From an optimization exercise on the open Yosys and OpenROAD flow, aimed at small area; shortcuts taken in it are not production practice. At most, simulation tests tie the RTL to the original design; equivalence was not proved. The flow treats the clock pin as an ideal source, which a real chip does not have. No activity file was given, so power comes from the tool's default toggle rates.

==> sierra: inputs <==
==> flow/design.v <==
module tic_tac_toe_top(
    input reset,
    input clk,
    output [3:0] DISP_EN,
    output [7:0] SEGMENTS,
    output [4:1] COL,
    input [4:1] ROW
    );
reg       p;       
reg [4:0] dcnt;    
reg [1:0] dig;     
reg [6:0] kcnt;    
reg [1:0] ps;      
reg [9:0] acnt;    
reg       blink;
reg       act;     
reg [3:0] k;       
reg [8:0] b1;      
reg [8:0] b2;      
wire [8:0] occ = b1 | b2;
reg       turn;    
reg [1:0] wreg;    
wire dterm = (dcnt == 5'b10010);
wire kterm = (kcnt == 7'b1101001);
wire aterm = (acnt == 10'b1010011011);
wire disp_en = ~p & dterm;
wire kp_en   = ~p & kterm;
wire fin_en  = ~p & aterm;
wire auto_reset = act & k[3] & k[2] & k[1];
wire [1:0] win = auto_reset ? 2'b00 : wreg;
wire g0 = (dig == 2'b00), g1 = (dig == 2'b01), g2 = (dig == 2'b11), g3 = (dig == 2'b10);
wire q0 = (ps == 2'b00), q1 = (ps == 2'b01), q2 = (ps == 2'b11), q3 = (ps == 2'b10);
assign COL = {~q0, ~q1, ~q2, ~q3};
wire r3 = ~ROW[3];
wire r2 = ROW[3] & ~ROW[2];
wire r1 = ROW[3] & ROW[2] & ~ROW[1];
wire c1 = q3, c2 = q2, c3 = q1;
wire [8:0] sel = {c3 & r1, c2 & r1, c1 & r1,
                  c3 & r2, c2 & r2, c1 & r2,
                  c3 & r3, c2 & r3, c1 & r3};
wire take = |(sel & ~occ);
function line(input [8:0] b);
   line = (b[0] & b[1] & b[2]) | (b[3] & b[4] & b[5]) | (b[6] & b[7] & b[8]) |
          (b[0] & b[4] & b[8]) | (b[6] & b[4] & b[2]) | (b[0] & b[3] & b[6]) |
          (b[1] & b[4] & b[7]) | (b[2] & b[5] & b[8]);
endfunction
wire l1 = line(b1);
wire l2 = line(b2);
wire full = &occ;
reg [1:0] sm;      
reg       sa, sb, sc;
wire [8:0] sv = ~b1 & (~b2 | {9{blink}});
wire na = (win == 2'b00) ? (g3 ? ~turn : (g0 & sv[6]) | (g1 & sv[7]) | (g2 & sv[8])) :
          (win == 2'b11) ? ~g1 : blink;
wire nb = (win == 2'b00) ? (g3 ? ~turn : (g0 & sv[0]) | (g1 & sv[1]) | (g2 & sv[2])) :
          (win == 2'b11) ? (g0 | g2) : blink;
wire nc = (win == 2'b00) ? (g3 ? ~turn : (g0 & sv[3]) | (g1 & sv[4]) | (g2 & sv[5])) :
          (win == 2'b11) ? (g0 | g2) : blink;
wire m0 = (sm == 2'b00), m1 = (sm == 2'b01), m2 = (sm == 2'b10), m3 = (sm == 2'b11);
wire x3 = g0, x0 = g1, x2 = g3;
wire [7:1] seg = {sa | m1,
                  m0 ? ~x3 : m3 ? ~x0 : sa,
                  m0 ? (~x3 | ~sa) : m1 ? sa : m2 ? 1'b1 : ~x0,
                  sb | m1,
                  m0 ? (~x3 | sa) : m1 ? 1'b1 : m2 ? sa : sb,
                  ~m3 | sb,
                  sc | m1};
always @(posedge clk) begin
   if (reset) begin
      p <= 1'b0;
      dcnt <= 5'b11111;
      dig <= 2'b00;
      kcnt <= 7'b1111111;
      ps <= 2'b00;
      acnt <= 10'b1111111111;
      blink <= 1'b0;
      act <= 1'b0;
      k <= 4'd0;
      b1 <= 9'd0;
      b2 <= 9'd0;
      turn <= 1'b0;
      sm <= 2'b01;
      {sa, sb, sc} <= 3'b111;
   end else begin
      p <= ~p;
      dcnt <= dterm ? 5'b11111 : {dcnt[3:0], dcnt[4] ^ dcnt[2]};
      kcnt <= kterm ? 7'b1111111 : {kcnt[5:0], kcnt[6] ^ kcnt[5]};
      acnt <= aterm ? 10'b1111111111 : {acnt[8:0], acnt[9] ^ acnt[6]};
      if (aterm)
         blink <= ~blink;
      if (disp_en) begin
         dig <= {dig[0], ~dig[1]};
         sm <= win;
         {sa, sb, sc} <= {na, nb, nc};
      end
      if (kp_en) begin
         ps <= {ps[0], ~ps[1]};
         if (auto_reset) begin
            b1 <= 9'd0;
            b2 <= 9'd0;
            turn <= 1'b0;
         end else if (take) begin
            if (turn)
               b2 <= b2 | sel;
            else
               b1 <= b1 | sel;
            turn <= ~turn;
         end
      end
      if (fin_en) begin
         if (act)
            {act, k} <= {act, k} + 5'd1;
         else
            act <= |win;
      end
   end
end
always @(posedge clk) begin
   if (~p)
      wreg <= l1 ? 2'b01 : l2 ? 2'b10 : full ? 2'b11 : 2'b00;
end
assign DISP_EN = {~g3, ~g2, ~g1, ~g0};
assign SEGMENTS = {seg, 1'b1};
endmodule
==> flow/flow/run.sh <==
#!/bin/bash
# Standard ORFS layout with area recovery after floorplan (restructure and
# downsizing), minimum-size port buffers and a clock tree of small buffers.
set -euo pipefail
W=$(pwd)
export FLOW_DIR=$W/flow
export AREA_LIB=$W/area.lib
export RESTRUCTURE_DIR=$W/restructure
mkdir -p $RESTRUCTURE_DIR
PLAT=$FLOW_HOME/platforms/sky130hd
python3 flow/filter_lib.py $PLAT/lib/sky130_fd_sc_hd__tt_025C_1v80.lib $AREA_LIB > filter_lib.log 2>&1
bash standard.sh synth > synth.log 2>&1
bash standard.sh \
  "POST_FLOORPLAN_TCL=$FLOW_DIR/post_floorplan.tcl" \
  "BUFFER_PORTS_ARGS=-buffer_cell sky130_fd_sc_hd__buf_1" \
  "CTS_ARGS=-sink_clustering_enable -repair_clock_nets -dont_use_dummy_load -buf_list sky130_fd_sc_hd__clkbuf_4" \
  finish > layout.log 2>&1
==> flow/flow/downsize.tcl <==
# Size every combinational cell and flip-flop down to the smallest cell of the
# same family (same name up to the drive-strength suffix); repair_design and
# repair_timing later size up whatever then needs it.
proc cell_area {name} {
  set lc [get_lib_cells -quiet */$name]
  if {$lc == ""} { return -1 }
  if {[get_property $lc dont_use]} { return -1 }
  return [get_property $lc area]
}
set n_down 0
foreach inst [get_cells *] {
  set m [get_property $inst ref_name]
  if {![regexp {^(sky130_fd_sc_hd__[a-z0-9]+)_([0-9]+)$} $m -> base size]} continue
  if {[string match *clkbuf* $base] || [string match *clkinv* $base]} continue
  set best $m
  set ba [cell_area $m]
  foreach s {0 1 2} {
    set c ${base}_$s
    set a [cell_area $c]
    if {$a > 0 && $a < $ba} { set best $c; set ba $a }
  }
  if {$best != $m} {
    replace_cell $inst [get_lib_cells */$best]
    incr n_down
  }
}
puts "downsize: $n_down cells sized down"
==> flow/flow/filter_lib.py <==
#!/usr/bin/env python3
"""Copy a Liberty file without the low-power (lpflow_*) and probe cells, which
include every cell the platform marks don't-use, so that restructure (ABC)
cannot map to them. Usage: filter_lib.py IN OUT"""
import re, sys
src, dst = sys.argv[1], sys.argv[2]
banned = re.compile(r'sky130_fd_sc_hd__(lpflow_|probe)')
text = open(src).read()
out, pos = [], 0
for m in re.finditer(r'\n\s*cell\s*\(\s*"?([A-Za-z0-9_]+)"?\s*\)\s*\{', text):
    if m.start() < pos:
        continue
    name = m.group(1)
    if not banned.match(name):
        continue
    # find the end of this cell group by brace matching
    depth, i = 0, m.end() - 1
    while True:
        c = text[i]
        if c == '{':
            depth += 1
        elif c == '}':
            depth -= 1
            if depth == 0:
                break
        i += 1
    out.append(text[pos:m.start()])
    pos = i + 1
out.append(text[pos:])
open(dst, 'w').write(''.join(out))
==> flow/flow/post_floorplan.tcl <==
# Area recovery after floorplan: resynthesize the combinational logic for area
# with ABC (registers untouched), a few passes as each pass starts from the
# last one's mapping, then size cells down.
for {set i 0} {$i < 4} {incr i} {
  restructure -liberty_file $::env(AREA_LIB) -target area \
    -tiehi_port {sky130_fd_sc_hd__conb_1 HI} -tielo_port {sky130_fd_sc_hd__conb_1 LO} \
    -work_dir $::env(RESTRUCTURE_DIR)
  report_design_area
}
source $::env(FLOW_DIR)/downsize.tcl
report_design_area
==> flow/standard.sh <==
#!/bin/bash
# synth_recipe.tcl (not shown) runs the flow's synth.tcl, then flattens the netlist and writes it again
# the make line also repeats each setting of config.mk as NAME=value (left out here)
make -C /OpenROAD-flow-scripts/flow DESIGN_CONFIG=/design/flow/config.mk WORK_HOME=/design/flow/orfs CLKGATE_MAP_FILE= SYNTH_SCRIPT=/design/flow/synth_recipe.tcl "${@:-finish}"
==> flow/config.mk <==
export PLATFORM = sky130hd
export DESIGN_NAME = tic_tac_toe_top
export DESIGN_NICKNAME = tic_tac_toe_top
export VERILOG_FILES = /design/flow/design.v
export SDC_FILE = /design/flow/constraint.sdc
export NUM_CORES = 4
export LEC_CHECK = 0
export CAP_MARGIN = 20
export CORE_MARGIN = 2
export CORE_UTILIZATION = 70
export SLEW_MARGIN = 20
==> flow/constraint.sdc <==
create_clock -name core_clock -period 5.0 [get_ports {clk}]
set_input_delay 1.0000 -clock core_clock [delete_from_list [all_inputs] [get_ports {clk}]]
set_output_delay 1.0000 -clock core_clock [all_outputs]
set_load 0.01 [all_outputs]
==> quartz: changes against sierra <==
==> flow/flow/run.sh (replaced) <==
#!/bin/bash
# Standard ORFS layout with area recovery after floorplan (restructure and
# downsizing), minimum-size port buffers and a hand-built two-level clock tree
# of small buffers (clock_tree.tcl, run just before CTS).
set -euo pipefail
W=$(pwd)
export FLOW_DIR=$W/flow
export AREA_LIB=$W/area.lib
export RESTRUCTURE_DIR=$W/restructure
export CLK_GROUPS=6
export CLK_LEAF=sky130_fd_sc_hd__clkbuf_4
export CLK_ROOT=sky130_fd_sc_hd__clkbuf_2
mkdir -p $RESTRUCTURE_DIR
PLAT=$FLOW_HOME/platforms/sky130hd
python3 flow/filter_lib.py $PLAT/lib/sky130_fd_sc_hd__tt_025C_1v80.lib $AREA_LIB > filter_lib.log 2>&1
bash standard.sh synth > synth.log 2>&1
bash standard.sh \
  "POST_FLOORPLAN_TCL=$FLOW_DIR/post_floorplan.tcl" \
  "PRE_CTS_TCL=$FLOW_DIR/clock_tree.tcl" \
  "BUFFER_PORTS_ARGS=-buffer_cell sky130_fd_sc_hd__buf_1" \
  "CTS_ARGS=-sink_clustering_enable -repair_clock_nets -dont_use_dummy_load -buf_list sky130_fd_sc_hd__clkbuf_4" \
  finish > layout.log 2>&1
==> flow/flow/clock_tree.tcl (new file) <==
# A small two-level clock tree built by hand before CTS (which then leaves the
# buffered clock net alone): the flip-flops are split into CLK_GROUPS groups
# by position (k-means), each group driven by a CLK_LEAF buffer at its
# centroid, and one CLK_ROOT buffer at the centroid of the leaves drives the
# leaf buffers, so every flip-flop sees the same two buffer levels.
proc inst_xy {inst} {
  set bb [$inst getBBox]
  return [list [expr {([$bb xMin] + [$bb xMax]) / 2.0}] [expr {([$bb yMin] + [$bb yMax]) / 2.0}]]
}
set dbu [[ord::get_db_tech] getDbUnitsPerMicron]
set sinks {}
foreach p [get_pins -hierarchical */CLK] {
  lassign [inst_xy [[sta::sta_to_db_pin $p] getInst]] x y
  lappend sinks [list $p $x $y]
}
set ng $::env(CLK_GROUPS)
# farthest-point seeding, then k-means (Manhattan distance)
set cents [list [lrange [lindex $sinks 0] 1 2]]
while {[llength $cents] < $ng} {
  set far {}; set fd -1
  foreach e $sinks {
    set d 1e30
    foreach c $cents {
      set dd [expr {abs([lindex $e 1] - [lindex $c 0]) + abs([lindex $e 2] - [lindex $c 1])}]
      if {$dd < $d} { set d $dd }
    }
    if {$d > $fd} { set fd $d; set far [lrange $e 1 2] }
  }
  lappend cents $far
}
# k-means with a cap on the group size, so that no leaf buffer drives many
# more flip-flops than the others
set cap [expr {int(ceil(double([llength $sinks]) / $ng)) + 1}]
for {set it 0} {$it < 50} {incr it} {
  set order {}
  foreach e $sinks {
    set ds {}
    for {set g 0} {$g < $ng} {incr g} {
      lassign [lindex $cents $g] cx cy
      lappend ds [list $g [expr {abs([lindex $e 1] - $cx) + abs([lindex $e 2] - $cy)}]]
    }
    set ds [lsort -real -index 1 $ds]
    lappend order [list [lindex $ds 0 1] $e $ds]
  }
  set groups [lrepeat $ng {}]
  foreach o [lsort -real -index 0 $order] {
    foreach gd [lindex $o 2] {
      set g [lindex $gd 0]
      set grp [lindex $groups $g]
      if {[llength $grp] < $cap} {
        lappend grp [lindex $o 1]
        lset groups $g $grp
        break
      }
    }
  }
  set cents {}
  foreach grp $groups {
    set sx 0; set sy 0; set k [llength $grp]
    foreach e $grp { set sx [expr {$sx + [lindex $e 1]}]; set sy [expr {$sy + [lindex $e 2]}] }
    if {$k == 0} { set k 1 }
    lappend cents [list [expr {$sx / $k}] [expr {$sy / $k}]]
  }
}
set rx 0; set ry 0; set nl 0
for {set g 0} {$g < $ng} {incr g} {
  set grp [lindex $groups $g]
  if {[llength $grp] == 0} continue
  set lp {}
  foreach e $grp { lappend lp [lindex $e 0] }
  lassign [lindex $cents $g] cx cy
  set rx [expr {$rx + $cx}]; set ry [expr {$ry + $cy}]; incr nl
  insert_buffer -buffer_cell $::env(CLK_LEAF) -net clk -load_pins $lp \
    -location [list [expr {$cx / $dbu}] [expr {$cy / $dbu}]] \
    -buffer_name clkleaf_$g -net_name clknet_leaf_$g
  puts "clock tree: leaf $g drives [llength $grp] flip-flops"
}
insert_buffer -buffer_cell $::env(CLK_ROOT) -net clk \
  -location [list [expr {$rx / $nl / $dbu}] [expr {$ry / $nl / $dbu}]] \
  -buffer_name clkroot -net_name clknet_root
set_propagated_clock [all_clocks]
--- a/flow/config.mk
+++ b/flow/config.mk
@@ -8,4 +8,5 @@
 export CAP_MARGIN = 20
 export CORE_MARGIN = 2
 export CORE_UTILIZATION = 70
+export GPL_TIMING_DRIVEN = 0
 export SLEW_MARGIN = 20
==> onyx: changes against sierra <==
==> flow/design.v (replaced) <==
module tic_tac_toe_top(
    input reset,
    input clk,
    output [3:0] DISP_EN,
    output [7:0] SEGMENTS,
    output [4:1] COL,
    input [4:1] ROW
    );
reg       p;       
reg [4:0] dcnt;    
reg [1:0] dig;     
reg [6:0] kcnt;    
reg [1:0] ps;      
reg [9:0] acnt;    
reg       blink;
reg       act;     
reg [3:0] k;       
reg [8:0] occ;     
reg [8:0] own;     
reg       turn;    
reg [1:0] wreg;    
reg [7:1] seg;
wire dterm = (dcnt == 5'b10010);
wire kterm = (kcnt == 7'b1101001);
wire aterm = (acnt == 10'b1010011011);
wire disp_en = ~p & dterm;
wire kp_en   = ~p & kterm;
wire fin_en  = ~p & aterm;
wire auto_reset = act & k[3] & k[2] & k[1];
wire [1:0] win = auto_reset ? 2'b00 : wreg;
wire g0 = (dig == 2'b00), g1 = (dig == 2'b01), g2 = (dig == 2'b11), g3 = (dig == 2'b10);
wire q0 = (ps == 2'b00), q1 = (ps == 2'b01), q2 = (ps == 2'b11), q3 = (ps == 2'b10);
assign COL = {~q0, ~q1, ~q2, ~q3};
wire r3 = ~ROW[3];
wire r2 = ROW[3] & ~ROW[2];
wire r1 = ROW[3] & ROW[2] & ~ROW[1];
wire c1 = q3, c2 = q2, c3 = q1;
wire [8:0] sel = {c3 & r1, c2 & r1, c1 & r1,
                  c3 & r2, c2 & r2, c1 & r2,
                  c3 & r3, c2 & r3, c1 & r3};
wire take = |(sel & ~occ);
wire [8:0] b1 = occ & ~own;
wire [8:0] b2 = occ & own;
function line(input [8:0] b);
   line = (b[0] & b[1] & b[2]) | (b[3] & b[4] & b[5]) | (b[6] & b[7] & b[8]) |
          (b[0] & b[4] & b[8]) | (b[6] & b[4] & b[2]) | (b[0] & b[3] & b[6]) |
          (b[1] & b[4] & b[7]) | (b[2] & b[5] & b[8]);
endfunction
wire l1 = line(b1);
wire l2 = line(b2);
wire full = &occ;
wire [8:0] sv = ~occ | (own & {9{blink}});
reg [7:1] nseg;
always @(*) begin
   nseg = 7'b1111111;
   case (win)
      2'b00: begin
         if (g3) nseg = turn ? 7'b0010010 : 7'b1001111;
         if (g2) begin nseg[4] = sv[2]; nseg[1] = sv[5]; nseg[7] = sv[8]; end
         if (g1) begin nseg[4] = sv[1]; nseg[1] = sv[4]; nseg[7] = sv[7]; end
         if (g0) begin nseg[4] = sv[0]; nseg[1] = sv[3]; nseg[7] = sv[6]; end
      end
      2'b01: nseg = {1'b1, blink, blink, 4'b1111};
      2'b10: nseg = {blink, blink, 1'b1, blink, blink, 1'b1, blink};
      2'b11: begin
         if (g1) nseg = 7'b0110000;
         if (g3) nseg = 7'b1110000;
         if (g0) nseg = 7'b1001111;
      end
   endcase
end
always @(posedge clk) begin
   if (reset) begin
      p <= 1'b0;
      dcnt <= 5'b11111;
      dig <= 2'b00;
      kcnt <= 7'b1111111;
      ps <= 2'b00;
      acnt <= 10'b1111111111;
      blink <= 1'b0;
      act <= 1'b0;
      k <= 4'd0;
      occ <= 9'd0;
      turn <= 1'b0;
      seg <= 7'b1111111;
   end else begin
      p <= ~p;
      dcnt <= dterm ? 5'b11111 : {dcnt[3:0], dcnt[4] ^ dcnt[2]};
      kcnt <= kterm ? 7'b1111111 : {kcnt[5:0], kcnt[6] ^ kcnt[5]};
      acnt <= aterm ? 10'b1111111111 : {acnt[8:0], acnt[9] ^ acnt[6]};
      if (aterm)
         blink <= ~blink;
      if (disp_en) begin
         dig <= {dig[0], ~dig[1]};
         seg <= nseg;
      end
      if (kp_en) begin
         ps <= {ps[0], ~ps[1]};
         if (auto_reset) begin
            occ <= 9'd0;
            turn <= 1'b0;
         end else if (take) begin
            occ <= occ | sel;
            turn <= ~turn;
         end
      end
      if (fin_en) begin
         if (act)
            {act, k} <= {act, k} + 5'd1;
         else
            act <= |win;
      end
   end
end
always @(posedge clk) begin
   own <= (own & occ) | ({9{turn}} & ~occ);
   if (~p)
      wreg <= l1 ? 2'b01 : l2 ? 2'b10 : full ? 2'b11 : 2'b00;
end
assign DISP_EN = {~g3, ~g2, ~g1, ~g0};
assign SEGMENTS = {seg, 1'b1};
endmodule
==> flow/flow/run.sh (replaced) <==
#!/bin/bash
# Standard ORFS layout, with small port buffers and a small clock tree.
set -euo pipefail
bash standard.sh synth > synth.log 2>&1
bash standard.sh \
  "BUFFER_PORTS_ARGS=-buffer_cell sky130_fd_sc_hd__buf_1" \
  "CTS_ARGS=-sink_clustering_enable -repair_clock_nets -dont_use_dummy_load -buf_list sky130_fd_sc_hd__clkbuf_4 -sink_clustering_size 30 -sink_clustering_max_diameter 200" \
  finish > layout.log 2>&1
removed: flow/flow/downsize.tcl
removed: flow/flow/filter_lib.py
removed: flow/flow/post_floorplan.tcl
==> notes.md <==
| item | onyx | sierra | quartz |
|---|---|---|---|
| Global-route wire length before repair | 9690 µm | 8950 µm | 9050 µm |
| Finished Core Util | 75.0% | 67.8% | 67.0% |
| Number of synthesized register bits | 61 | 59 | 59 |
| Clock H-tree levels | 3 | 3 | - |
| Final weighted congestion of routability-driven global placement | 0.873 | 0.954 | 0.971 |
| Master of the slowest instance on the critical path | sky130_fd_sc_hd__dfxtp_1 | sky130_fd_sc_hd__nor2_1 | sky130_fd_sc_hd__nor2_1 |
| Non-Clock Inverter Count | 21 | 49 | 49 |
| Area of the multi-input gates | 1340 µm² | 1060 µm² | 1070 µm² |
| Cell Area, Synth | 2810 µm² | 2840 µm² | 2840 µm² |
| Mux cell area share after synthesis | 1.78% | 0.705% | 0.705% |
| Share of the final layout cell area in sequential cells | 45.0% | 44.9% | 45.5% |
| Number of ordinary and repair buffers in the finished layout | 20 | 22 | - |
| Flip-flop count of the largest register, all copies and words added | - | 10 | 10 |
| Insertion delay of the later-clocked pin in the worst-skew pair | 400 ps | 410 ps | 450 ps |
| Worst r2r src | ps[1] | kcnt[1] | kcnt[1] |
| Power density cells | 260 nW/µm² | 273 nW/µm² | 265 nW/µm² |
| Sequential Power Share | 66.4% | 66.1% | 68.8% |
| Clock Power Share | 30.4% | 30.8% | 28.1% |
| Max Buffers Root-to-Sink | 2 | 2 | - |
| Status | finished clean | finished clean | finished clean |
| Effective utilization at floorplan | 71.2% | 72.0% | 72.0% |
| TritonCTS clock tree | built | built | - |
| Period minus WS final | 2640 ps | 2910 ps | 3050 ps |
The RTL of onyx was laid out without a check of its function.

afterwards: timing with drivers on the ports:
The results above use ideal ports. As a check the final layouts listed here were re-extracted and re-timed, cells and wires unchanged. Step 1 assumes that a clkbuf_16 drives the clock port and a buf_2 every other input. Step 2 also shifts input and output timing later by t, the mid clock arrival at the registers, as if the neighbouring blocks saw the same clock. Slacks: ideal ports / drivers / drivers and shift; pairs: ideal ports / drivers.
run	shift t [ns]	setup slack, ns	hold WS [ns]	worst setup path at the end	slew at the worst register clock pin (ns)
sierra	0.417	2.094 / 2.069 / 1.696	0.404 / 0.404 / 0.404	input to register	0.11 / 0.11
quartz	0.464	1.946 / 1.921 / 1.746	0.444 / 0.444 / 0.444	input to register	0.11 / 0.11
onyx	0.410	2.363 / 2.338 / 2.536	0.427 / 0.427 / 0.427	input to register	0.10 / 0.10
After both steps every run listed still meets setup and hold. For sierra, which loses most, drivers alone change the setup slack by -0.025 ns; drivers and shift together by -0.398 ns.
